From an optimization exercise on the open Yosys and OpenROAD flow, aimed at small area, a short achievable clock period and few clock cycles per item; shortcuts taken in it are not production practice. At most, simulation tests tie the RTL to the original design; equivalence was not proved. Power figures rest on the tool's default switching activity, not on a simulated workload.

==> inputs of v6 <==
==> flow/design.v <==
module fa_padd #(parameter W = 8)
  (input [W-1:0] x, input [W-1:0] y, input ci, output [W-1:0] s, output co);
   localparam L = $clog2(W);
   wire [W-1:0] p0 = x ^ y;
   reg  [W-1:0] g, p;
   integer      l, i;
   always @* begin
      g = x & y;
      p = p0;
      g[0] = g[0] | (p[0] & ci);
      for (l = 0; l < L; l = l + 1)
        for (i = 0; i < W; i = i + 1)
          if (i[l]) begin
             g[i] = g[i] | (p[i] & g[((i >> l) << l) - 1]);
             p[i] = p[i] & p[((i >> l) << l) - 1];
          end
   end
   assign s  = p0 ^ {g[W-2:0], ci};
   assign co = g[W-1];
endmodule
module float_add_module
  (
   input         clk,
   input         rstn,
   input  [31:0] a,
   input  [31:0] b,
   output [31:0] result,
   input         start_sig,
   output [3:0]  done_sig
   );
   wire        sa = a[31];
   wire        sb = b[31];
   wire [7:0]  ea = a[30:23];
   wire [7:0]  eb = b[30:23];
   wire [22:0] fa = a[22:0];
   wire [22:0] fb = b[22:0];
   wire [7:0]  dab, dba;
   wire        cab, cba;
   fa_padd #(8) u_dab (.x(ea), .y(~eb), .ci(1'b1), .s(dab), .co(cab));
   fa_padd #(8) u_dba (.x(eb), .y(~ea), .ci(1'b1), .s(dba), .co(cba));
   wire        swe  = ~cab;                 
   wire        eeq  = cab & cba;            
   wire [7:0]  d    = swe ? dba : dab;
   wire        swap = swe | (eeq & (fa < fb));
   wire        sx = swap ? sb : sa;
   wire        sy = swap ? sa : sb;
   wire [22:0] fx = swap ? fb : fa;
   wire [22:0] fy = swap ? fa : fb;
   wire [7:0]  ex = swe ? eb : ea;
   wire [23:0] sigy = {1'b1, fy};
   wire        dbig = |d[7:5];
   wire [25:0] s0 = {sigy, 2'b00};
   wire [25:0] s1 = d[0] ? {1'b0,  s0[25:1]}  : s0;
   wire [25:0] s2 = d[1] ? {2'b0,  s1[25:2]}  : s1;
   wire [25:0] s3 = d[2] ? {4'b0,  s2[25:4]}  : s2;
   wire [25:0] s4 = d[3] ? {8'b0,  s3[25:8]}  : s3;
   wire [25:0] s5 = d[4] ? {16'b0, s4[25:16]} : s4;
   wire [25:0] yw = dbig ? 26'd0 : s5;
   wire [4:0]  dm2   = d[4:0] - 5'd2;
   wire [22:0] smask = (d[4:0] < 5'd3) ? 23'd0 : ~(23'h7fffff << dm2);
   wire [22:0] sfy   = fy & smask & {21'h1fffff, ~(d[4:0] == 5'd25), ~(d[4:0] >= 5'd24)};
   wire        dlo   = (d[7:5] == 3'd0) & (d[4:0] <= 5'd25);
   wire        dmid  = ~dlo & (d <= 8'd46);
   wire        sticky = dmid | (dlo & |sfy);
   wire        quirk = sy & (d >= 8'd47);
   wire        op = sx ^ sy;
   wire        opy = op & ~quirk;
   wire [26:0] xw = {2'b01, fx, 2'b00} ^ {27{quirk}};
   wire [26:0] yv = {1'b0, yw} ^ {27{opy}};
   wire [26:0] m;
   wire        mco;
   fa_padd #(27) u_add (.x(xw), .y(yv), .ci((opy & ~sticky) | quirk), .s(m), .co(mco));
   reg  [26:0] rm;
   reg  [7:0]  rex;
   reg         rs;
   reg         busy;
   always @(posedge clk) begin
      rm  <= m;
      rex <= ex;
      rs  <= sx ^ quirk;
   end
   always @(posedge clk)
     if (!rstn)
       busy <= 1'b0;
     else
       busy <= start_sig & ~busy;
   wire [31:0] mz  = {rm, 5'b11111};
   wire        z16 = ~|mz[31:16];
   wire [15:0] q16 = z16 ? mz[15:0] : mz[31:16];
   wire        z8  = ~|q16[15:8];
   wire [7:0]  q8  = z8 ? q16[7:0] : q16[15:8];
   wire        z4  = ~|q8[7:4];
   wire [3:0]  q4  = z4 ? q8[3:0] : q8[7:4];
   wire        z2  = ~|q4[3:2];
   wire [1:0]  q2  = z2 ? q4[1:0] : q4[3:2];
   wire        z1  = ~q2[1];
   wire [4:0]  lz  = {z16, z8, z4, z2, z1};
   wire [26:0] n4 = z16 ? {rm[10:0], 16'd0} : rm;
   wire [26:0] n3 = z8  ? {n4[18:0], 8'd0} : n4;
   wire [26:0] n2 = z4  ? {n3[22:0], 4'd0} : n3;
   wire [26:0] n1 = z2  ? {n2[24:0], 2'd0} : n2;
   wire [26:0] n0 = z1  ? {n1[25:0], 1'b0} : n1;
   wire [8:0]  eq1   = {1'b0, rex} + 9'd1;
   wire        mzero = ~|rm[26:2];          
   wire [9:0]  en;
   wire        enc;
   fa_padd #(10) u_en (.x({1'b0, eq1}), .y(~{5'd0, lz}), .ci(1'b1), .s(en), .co(enc));  
   wire [22:0] frac;
   wire        fco;
   fa_padd #(23) u_rnd (.x(n0[25:3]), .y(23'd0), .ci(n0[2]), .s(frac), .co(fco));
   wire over  = ~mzero & (en[9:8] == 2'b01);
   wire under = ~mzero & (en[9:8] == 2'b11);
   wire zero  = mzero;
   assign result   = (over | under | zero) ? 32'h3F800000 : {rs, en[7:0], frac};
   assign done_sig = {over, under, zero, busy};
endmodule
==> flow/flow/run.sh <==
#!/bin/bash
# The standard layout (the standard.sh), with two changes:
#  * ADDER_MAP_FILE is empty, so synthesis does not extract full and half
#    adder cells; ABC maps the adders' prefix networks as ordinary logic
#  * the port buffers are plain buffers (sky130_fd_sc_hd__buf_2) instead of
#    the delay cells buffer_ports picks by default
# All of make's output goes to flow_make.log here; ORFS keeps its own
# per-step logs under orfs/logs.
set -euo pipefail
cd "$(dirname "$0")/.."
bash standard.sh "ADDER_MAP_FILE=" \
  "BUFFER_PORTS_ARGS=-buffer_cell sky130_fd_sc_hd__buf_2" finish > flow_make.log 2>&1
==> flow/standard.sh <==
#!/bin/bash
# synth_recipe.tcl (not shown) runs the flow's synth.tcl, then flattens the netlist and writes it again
# the make line also repeats each setting of config.mk as NAME=value (left out here)
make -C /OpenROAD-flow-scripts/flow DESIGN_CONFIG=/design/flow/config.mk WORK_HOME=/design/flow/orfs CLKGATE_MAP_FILE= SYNTH_SCRIPT=/design/flow/synth_recipe.tcl "${@:-finish}"
==> flow/config.mk <==
export PLATFORM = sky130hd
export DESIGN_NAME = float_add_module
export DESIGN_NICKNAME = float_add_module
export VERILOG_FILES = /design/flow/design.v
export SDC_FILE = /design/flow/constraint.sdc
export NUM_CORES = 4
export LEC_CHECK = 0
export ABC_AREA = 1
export CAP_MARGIN = 20
export CORE_MARGIN = 2
export CORE_UTILIZATION = 55
export SLEW_MARGIN = 20
==> flow/constraint.sdc <==
create_clock -name core_clock -period 10.0 [get_ports {clk}]
set_input_delay 2.0000 -clock core_clock [delete_from_list [all_inputs] [get_ports {clk}]]
set_output_delay 2.0000 -clock core_clock [all_outputs]
set_load 0.01 [all_outputs]
==> v38: changes against v6 <==
==> flow/design.v, changed modules only <==
module float_add_module
  (
   input         clk,
   input         rstn,
   input  [31:0] a,
   input  [31:0] b,
   output [31:0] result,
   input         start_sig,
   output [3:0]  done_sig
   );
   wire        sa = a[31];
   wire        sb = b[31];
   wire [7:0]  ea = a[30:23];
   wire [7:0]  eb = b[30:23];
   wire [22:0] fa = a[22:0];
   wire [22:0] fb = b[22:0];
   wire [7:0]  dab, dba;
   wire        cab, cba;
   fa_padd #(8) u_dab (.x(ea), .y(~eb), .ci(1'b1), .s(dab), .co(cab));
   fa_padd #(8) u_dba (.x(eb), .y(~ea), .ci(1'b1), .s(dba), .co(cba));
   wire        swe  = ~cab;                 
   wire        eeq  = cab & cba;            
   wire [7:0]  d    = swe ? dba : dab;
   wire [22:0] fdum;
   wire        cf;
   fa_padd #(23) u_fc (.x(fa), .y(~fb), .ci(1'b1), .s(fdum), .co(cf));
   wire        swap = swe | (eeq & ~cf);
   wire        sx = swap ? sb : sa;
   wire        sy = swap ? sa : sb;
   wire [22:0] fx = swap ? fb : fa;
   wire [22:0] fy = swap ? fa : fb;
   wire [7:0]  ex = swe ? eb : ea;
   wire [23:0] sigy = {1'b1, fy};
   wire        dbig = |d[7:5];
   wire [25:0] s0 = {sigy, 2'b00};
   wire [25:0] s1 = d[0] ? {1'b0,  s0[25:1]}  : s0;
   wire [25:0] s2 = d[1] ? {2'b0,  s1[25:2]}  : s1;
   wire [25:0] s3 = d[2] ? {4'b0,  s2[25:4]}  : s2;
   wire [25:0] s4 = d[3] ? {8'b0,  s3[25:8]}  : s3;
   wire [25:0] s5 = d[4] ? {16'b0, s4[25:16]} : s4;
   wire [25:0] yw = dbig ? 26'd0 : s5;
   reg         sticky;
   integer     j;
   always @* begin
      sticky = 1'b0;
      for (j = 0; j < 24; j = j + 1)
        if (sigy[j] && ({1'b0, d} >= j + 3) && ({1'b0, d} <= j + 23))
          sticky = 1'b1;
   end
   wire        quirk = sy & (d >= 8'd47);
   wire        op = sx ^ sy;
   wire [26:0] xw = {2'b01, fx, 2'b00};
   wire [26:0] xa = quirk ? 27'd0 : xw;
   wire [26:0] yv = ({1'b0, yw} ^ {27{op & ~quirk}}) | ({27{quirk}} & ~xw);
   wire [26:0] m;
   wire        mco;
   fa_padd #(27) u_add (.x(xa), .y(yv), .ci((op & ~sticky) | quirk), .s(m), .co(mco));
   reg  [26:0] rm;
   reg  [7:0]  rex;
   reg         rs;
   reg         busy;
   always @(posedge clk) begin
      rm  <= m;
      rex <= ex;
      rs  <= sx ^ quirk;
   end
   always @(posedge clk)
     if (!rstn)
       busy <= 1'b0;
     else
       busy <= start_sig & ~busy;
   wire [31:0] mz  = {rm, 5'b11111};
   wire        z16 = ~|mz[31:16];
   wire [15:0] q16 = z16 ? mz[15:0] : mz[31:16];
   wire        z8  = ~|q16[15:8];
   wire [7:0]  q8  = z8 ? q16[7:0] : q16[15:8];
   wire        z4  = ~|q8[7:4];
   wire [3:0]  q4  = z4 ? q8[3:0] : q8[7:4];
   wire        z2  = ~|q4[3:2];
   wire [1:0]  q2  = z2 ? q4[1:0] : q4[3:2];
   wire        z1  = ~q2[1];
   wire [4:0]  lz  = {z16, z8, z4, z2, z1};
   wire [26:0] n4 = z16 ? {rm[10:0], 16'd0} : rm;
   wire [26:0] n3 = z8  ? {n4[18:0], 8'd0} : n4;
   wire [26:0] n2 = z4  ? {n3[22:0], 4'd0} : n3;
   wire [26:0] n1 = z2  ? {n2[24:0], 2'd0} : n2;
   wire [26:0] n0 = z1  ? {n1[25:0], 1'b0} : n1;
   wire [8:0]  eq1   = {1'b0, rex} + 9'd1;
   wire        mzero = ~|rm[26:2];          
   wire [9:0]  en;
   wire        enc;
   fa_padd #(10) u_en (.x({1'b0, eq1}), .y(~{5'd0, lz}), .ci(1'b1), .s(en), .co(enc));  
   wire [22:0] frac;
   wire        fco;
   fa_padd #(23) u_rnd (.x(n0[25:3]), .y(23'd0), .ci(n0[2]), .s(frac), .co(fco));
   wire over  = ~mzero & (en[9:8] == 2'b01);
   wire under = ~mzero & (en[9:8] == 2'b11);
   wire zero  = mzero;
   assign result   = (over | under | zero) ? 32'h3F800000 : {rs, en[7:0], frac};
   assign done_sig = {over, under, zero, busy};
endmodule
==> flow/run.sh (new file) <==
#!/bin/bash
# synth_recipe.tcl (not shown) runs the flow's synth.tcl, then flattens the netlist and writes it again
# the make line also repeats each setting of config.mk as NAME=value (left out here)
make -C /OpenROAD-flow-scripts/flow DESIGN_CONFIG=/design/flow/config.mk WORK_HOME=/design/flow/orfs CLKGATE_MAP_FILE= SYNTH_SCRIPT=/design/flow/synth_recipe.tcl finish
--- a/flow/config.mk
+++ b/flow/config.mk
@@ -9,4 +9,5 @@
 export CAP_MARGIN = 20
 export CORE_MARGIN = 2
-export CORE_UTILIZATION = 55
+export CORE_UTILIZATION = 40
+export SETUP_SLACK_MARGIN = 2
 export SLEW_MARGIN = 20
removed: flow/flow/run.sh
removed: flow/standard.sh
==> v3: changes against v6 <==
==> flow/design.v, changed modules only <==
module fa_padd #(parameter W = 8)
  (input [W-1:0] x, input [W-1:0] y, input ci, output [W-1:0] s, output co);
   wire [W-1:0] p0 = x ^ y;
   reg  [W-1:0] g, p;
   integer      l, i;
   always @* begin
      g = x & y;
      p = p0;
      g[0] = g[0] | (p[0] & ci);
      for (l = 1; (1 << (l - 1)) < W; l = l + 1)
        for (i = (1 << l) - 1; i < W; i = i + (1 << l)) begin
           g[i] = g[i] | (p[i] & g[i - (1 << (l - 1))]);
           p[i] = p[i] & p[i - (1 << (l - 1))];
        end
      for (l = 8; l > 0; l = l - 1)
        if ((1 << l) <= 2 * W)
          for (i = (1 << l) + (1 << (l - 1)) - 1; i < W; i = i + (1 << l)) begin
             g[i] = g[i] | (p[i] & g[i - (1 << (l - 1))]);
             p[i] = p[i] & p[i - (1 << (l - 1))];
          end
   end
   assign s  = p0 ^ {g[W-2:0], ci};
   assign co = g[W-1];
endmodule
module float_add_module
  (
   input         clk,
   input         rstn,
   input  [31:0] a,
   input  [31:0] b,
   output [31:0] result,
   input         start_sig,
   output [3:0]  done_sig
   );
   wire        sa = a[31];
   wire        sb = b[31];
   wire [7:0]  ea = a[30:23];
   wire [7:0]  eb = b[30:23];
   wire [22:0] fa = a[22:0];
   wire [22:0] fb = b[22:0];
   wire [7:0]  dab, dba;
   wire        cab, cba;
   fa_padd #(8) u_dab (.x(ea), .y(~eb), .ci(1'b1), .s(dab), .co(cab));
   fa_padd #(8) u_dba (.x(eb), .y(~ea), .ci(1'b1), .s(dba), .co(cba));
   wire        swe  = ~cab;                 
   wire        eeq  = cab & cba;            
   wire [7:0]  d    = swe ? dba : dab;
   wire        swap = swe | (eeq & (fa < fb));
   wire        sx = swap ? sb : sa;
   wire        sy = swap ? sa : sb;
   wire [22:0] fx = swap ? fb : fa;
   wire [22:0] fy = swap ? fa : fb;
   wire [7:0]  ex = swe ? eb : ea;
   wire [23:0] sigy = {1'b1, fy};
   wire        dbig = |d[7:5];
   wire [25:0] s0 = {sigy, 2'b00};
   wire [25:0] s1 = d[0] ? {1'b0,  s0[25:1]}  : s0;
   wire [25:0] s2 = d[1] ? {2'b0,  s1[25:2]}  : s1;
   wire [25:0] s3 = d[2] ? {4'b0,  s2[25:4]}  : s2;
   wire [25:0] s4 = d[3] ? {8'b0,  s3[25:8]}  : s3;
   wire [25:0] s5 = d[4] ? {16'b0, s4[25:16]} : s4;
   wire [25:0] yw = dbig ? 26'd0 : s5;
   wire [4:0]  dm2   = d[4:0] - 5'd2;
   wire [22:0] smask = (d[4:0] < 5'd3) ? 23'd0 : ~(23'h7fffff << dm2);
   wire [22:0] sfy   = fy & smask & {21'h1fffff, ~(d[4:0] == 5'd25), ~(d[4:0] >= 5'd24)};
   wire        dlo   = (d[7:5] == 3'd0) & (d[4:0] <= 5'd25);
   wire        dmid  = ~dlo & (d <= 8'd46);
   wire        sticky = dmid | (dlo & |sfy);
   wire        quirk = sy & (d >= 8'd47);
   wire        op = sx ^ sy;
   wire        opy = op & ~quirk;
   wire [26:0] xw = {2'b01, fx, 2'b00} ^ {27{quirk}};
   wire [26:0] yv = {1'b0, yw} ^ {27{opy}};
   wire [26:0] m;
   wire        mco;
   fa_padd #(27) u_add (.x(xw), .y(yv), .ci((opy & ~sticky) | quirk), .s(m), .co(mco));
   reg  [26:0] rm;
   reg  [7:0]  rex;
   reg         rs;
   reg         busy;
   always @(posedge clk) begin
      rm  <= m;
      rex <= ex;
      rs  <= sx ^ quirk;
   end
   always @(posedge clk)
     if (!rstn)
       busy <= 1'b0;
     else
       busy <= start_sig & ~busy;
   wire        lbig = ~|rm[26:24];          
   wire [23:0] fr  = rm[26] ? rm[25:2] : rm[25] ? rm[24:1] : rm[23:0];
   wire [22:0] frnd;
   wire        fco;
   fa_padd #(23) u_rnd (.x(fr[23:1]), .y(23'd0), .ci(fr[0]), .s(frnd), .co(fco));
   wire [31:0] mz  = {rm[23:0], 8'hff};
   wire [15:0] o2;                           
   genvar      gi;
   generate
      for (gi = 0; gi < 16; gi = gi + 1) begin : g_o2
         assign o2[gi] = mz[2*gi+1] | mz[2*gi];
      end
   endgenerate
   wire [7:0]  o4 = {o2[15] | o2[14], o2[13] | o2[12], o2[11] | o2[10], o2[9] | o2[8],
                     o2[7] | o2[6], o2[5] | o2[4], o2[3] | o2[2], o2[1] | o2[0]};
   wire [3:0]  o8 = {o4[7] | o4[6], o4[5] | o4[4], o4[3] | o4[2], o4[1] | o4[0]};
   wire        z16 = ~(o8[3] | o8[2]);
   wire        z8  = z16 ? ~o8[1] : ~o8[3];
   wire [1:0]  i4  = {z16, z8};
   wire        z4  = ~o4[{~i4, 1'b1}];
   wire [2:0]  i2  = {z16, z8, z4};
   wire        z2  = ~o2[{~i2, 1'b1}];
   wire [3:0]  i1  = {z16, z8, z4, z2};
   wire        z1  = ~mz[{~i1, 1'b1}];
   wire [4:0]  lzn = {z16, z8, z4, z2, z1};   
   wire [23:0] n4 = z16 ? {rm[7:0], 16'd0} : rm[23:0];
   wire [23:0] n3 = z8  ? {n4[15:0], 8'd0} : n4;
   wire [23:0] n2 = z4  ? {n3[19:0], 4'd0} : n3;
   wire [23:0] n1 = z2  ? {n2[21:0], 2'd0} : n2;
   wire [22:0] n0 = z1  ? n1[21:0] << 1 : n1[22:0];
   wire [22:0] frac = lbig ? n0 : frnd;
   wire [4:0]  lz   = lbig ? lzn + 5'd3 : {3'd0, ~rm[26] & ~rm[25], ~rm[26] & rm[25]};
   wire [8:0]  eq1   = {1'b0, rex} + 9'd1;
   wire        mzero = ~|rm[26:2];          
   wire [9:0]  en;
   wire        enc;
   fa_padd #(10) u_en (.x({1'b0, eq1}), .y(~{5'd0, lz}), .ci(1'b1), .s(en), .co(enc));  
   wire over  = ~mzero & (en[9:8] == 2'b01);
   wire under = ~mzero & (en[9:8] == 2'b11);
   wire zero  = mzero;
   assign result   = (over | under | zero) ? 32'h3F800000 : {rs, en[7:0], frac};
   assign done_sig = {over, under, zero, busy};
endmodule
--- a/flow/config.mk
+++ b/flow/config.mk
@@ -9,4 +9,4 @@
 export CAP_MARGIN = 20
 export CORE_MARGIN = 2
-export CORE_UTILIZATION = 55
+export CORE_UTILIZATION = 40
 export SLEW_MARGIN = 20
==> v24: changes against v6 <==
==> flow/design.v, changed modules only <==
module fa_padd #(parameter W = 8)
  (input [W-1:0] x, input [W-1:0] y, input ci, output [W-1:0] s, output co);
   wire [W-1:0] p0 = x ^ y;
   reg  [W-1:0] g, p;
   integer      l, i;
   always @* begin
      g = x & y;
      p = p0;
      g[0] = g[0] | (p[0] & ci);
      for (l = 1; (1 << (l - 1)) < W; l = l + 1)
        for (i = (1 << l) - 1; i < W; i = i + (1 << l)) begin
           g[i] = g[i] | (p[i] & g[i - (1 << (l - 1))]);
           p[i] = p[i] & p[i - (1 << (l - 1))];
        end
      for (l = 8; l > 0; l = l - 1)
        if ((1 << l) <= 2 * W)
          for (i = (1 << l) + (1 << (l - 1)) - 1; i < W; i = i + (1 << l)) begin
             g[i] = g[i] | (p[i] & g[i - (1 << (l - 1))]);
             p[i] = p[i] & p[i - (1 << (l - 1))];
          end
   end
   assign s  = p0 ^ {g[W-2:0], ci};
   assign co = g[W-1];
endmodule
--- a/flow/config.mk
+++ b/flow/config.mk
@@ -9,4 +9,5 @@
 export CAP_MARGIN = 20
 export CORE_MARGIN = 2
-export CORE_UTILIZATION = 55
+export CORE_UTILIZATION = 40
+export SETUP_SLACK_MARGIN = 3.5
 export SLEW_MARGIN = 20
==> qor summary <==
                                                                                       v24                    v38                      v6                      v3
Share of the clock period used by the worst path                                     62.0%                  76.5%                   74.1%                   79.4%
Layout inverter count without the clock tree                                           214                    231                     236                     212
Largest net degree at the start of global routing                                       78                     48                      79                      78
Source-to-sink clock delay at the later pin of the worst-skew pair                  280 ps                 290 ps                  280 ps                  280 ps
Met2 WL                                                                           14000 um               18100 um                12600 um                13900 um
Final standard cell utilization of the core                                          46.6%                  50.5%                   58.7%                   44.0%
Wire length of the first global-routing pass                                      44700 um               55100 um                43400 um                48300 um
Type of the worst setup path                                        flop to primary output  primary input to flop  flop to primary output  flop to primary output
Via-to-Cell Ratio                                                                     5.09                   5.51                    5.25                    5.14
Count of cell types in the netlist                                                      53                     50                      51                      48
Number of optimization iterations in the first detailed-route pass                       5                      6                       6                       6
Die W                                                                               152 um                 156 um                  133 um                  154 um
Number of logic stages on the critical path including buffering                         26                     45                      31                      29
Timing startpoint of the critical path                                      rm[15]$_DFF_P_                  a[23]          rm[23]$_DFF_P_          rm[23]$_DFF_P_
Routed metal-1 wirelength                                                         12600 um               15100 um                11400 um                13500 um
Worst-path fanout max                                                                   10                     20                      38                      32
P_sw                                                                             0.00163 W              0.00173 W               0.00154 W               0.00152 W
Chip Height                                                                         152 um                 156 um                  133 um                  154 um
Tapcell count                                                                          280                    285                     220                     280
Comb. pwr                                                                        0.00239 W              0.00263 W               0.00218 W               0.00211 W
Status                                                    no timing/DRC/antenna violations  no timing/DRC/antenna violations  no timing/DRC/antenna violations  no timing/DRC/antenna violations
# nets final                                                                          1852                   1938                    1908                    1886
Switching power as a share of total power                                            57.4%                  56.4%                   59.9%                   58.6%
Testbench counts of v24, summed over its fixed seeds: cycles 4,096, items 2,048.
Function not checked in v6, v38 and v3: the RTL went through the layout flow alone.

## static timing again, ports no longer ideal
No port has a modelled driver above. Below, the same layouts with a new extraction and two added sets of constraints. Step 1 assumes that a clkbuf_16 drives the clock port and a buf_2 every other input. Step 2 moves the port delays by t, midway between the first and last clock arrival at a register: inputs arrive t later, outputs are due t later. That takes back most of the time a late clock gives input paths. a / b / c = ideal / step 1 / step 2; a / b = the first two.
| run | shift t [ns] | slack for setup (ns) | worst register clock-pin slew, ns |
|---|---|---|---|
| v6 | 0.314 | 2.588 / 2.552 / 2.866 | 0.05 / 0.05 |
| v38 | 0.326 | 2.353 / 2.334 / 2.042 | 0.06 / 0.06 |
| v3 | 0.310 | 2.062 / 2.029 / 2.339 | 0.05 / 0.05 |
| v24 | 0.313 | 3.804 / 3.768 / 3.586 | 0.05 / 0.05 |
After both steps every run listed still meets setup and hold. The setup slack of v38, which loses most, moves by -0.019 ns with the drivers and by -0.311 ns with both steps.
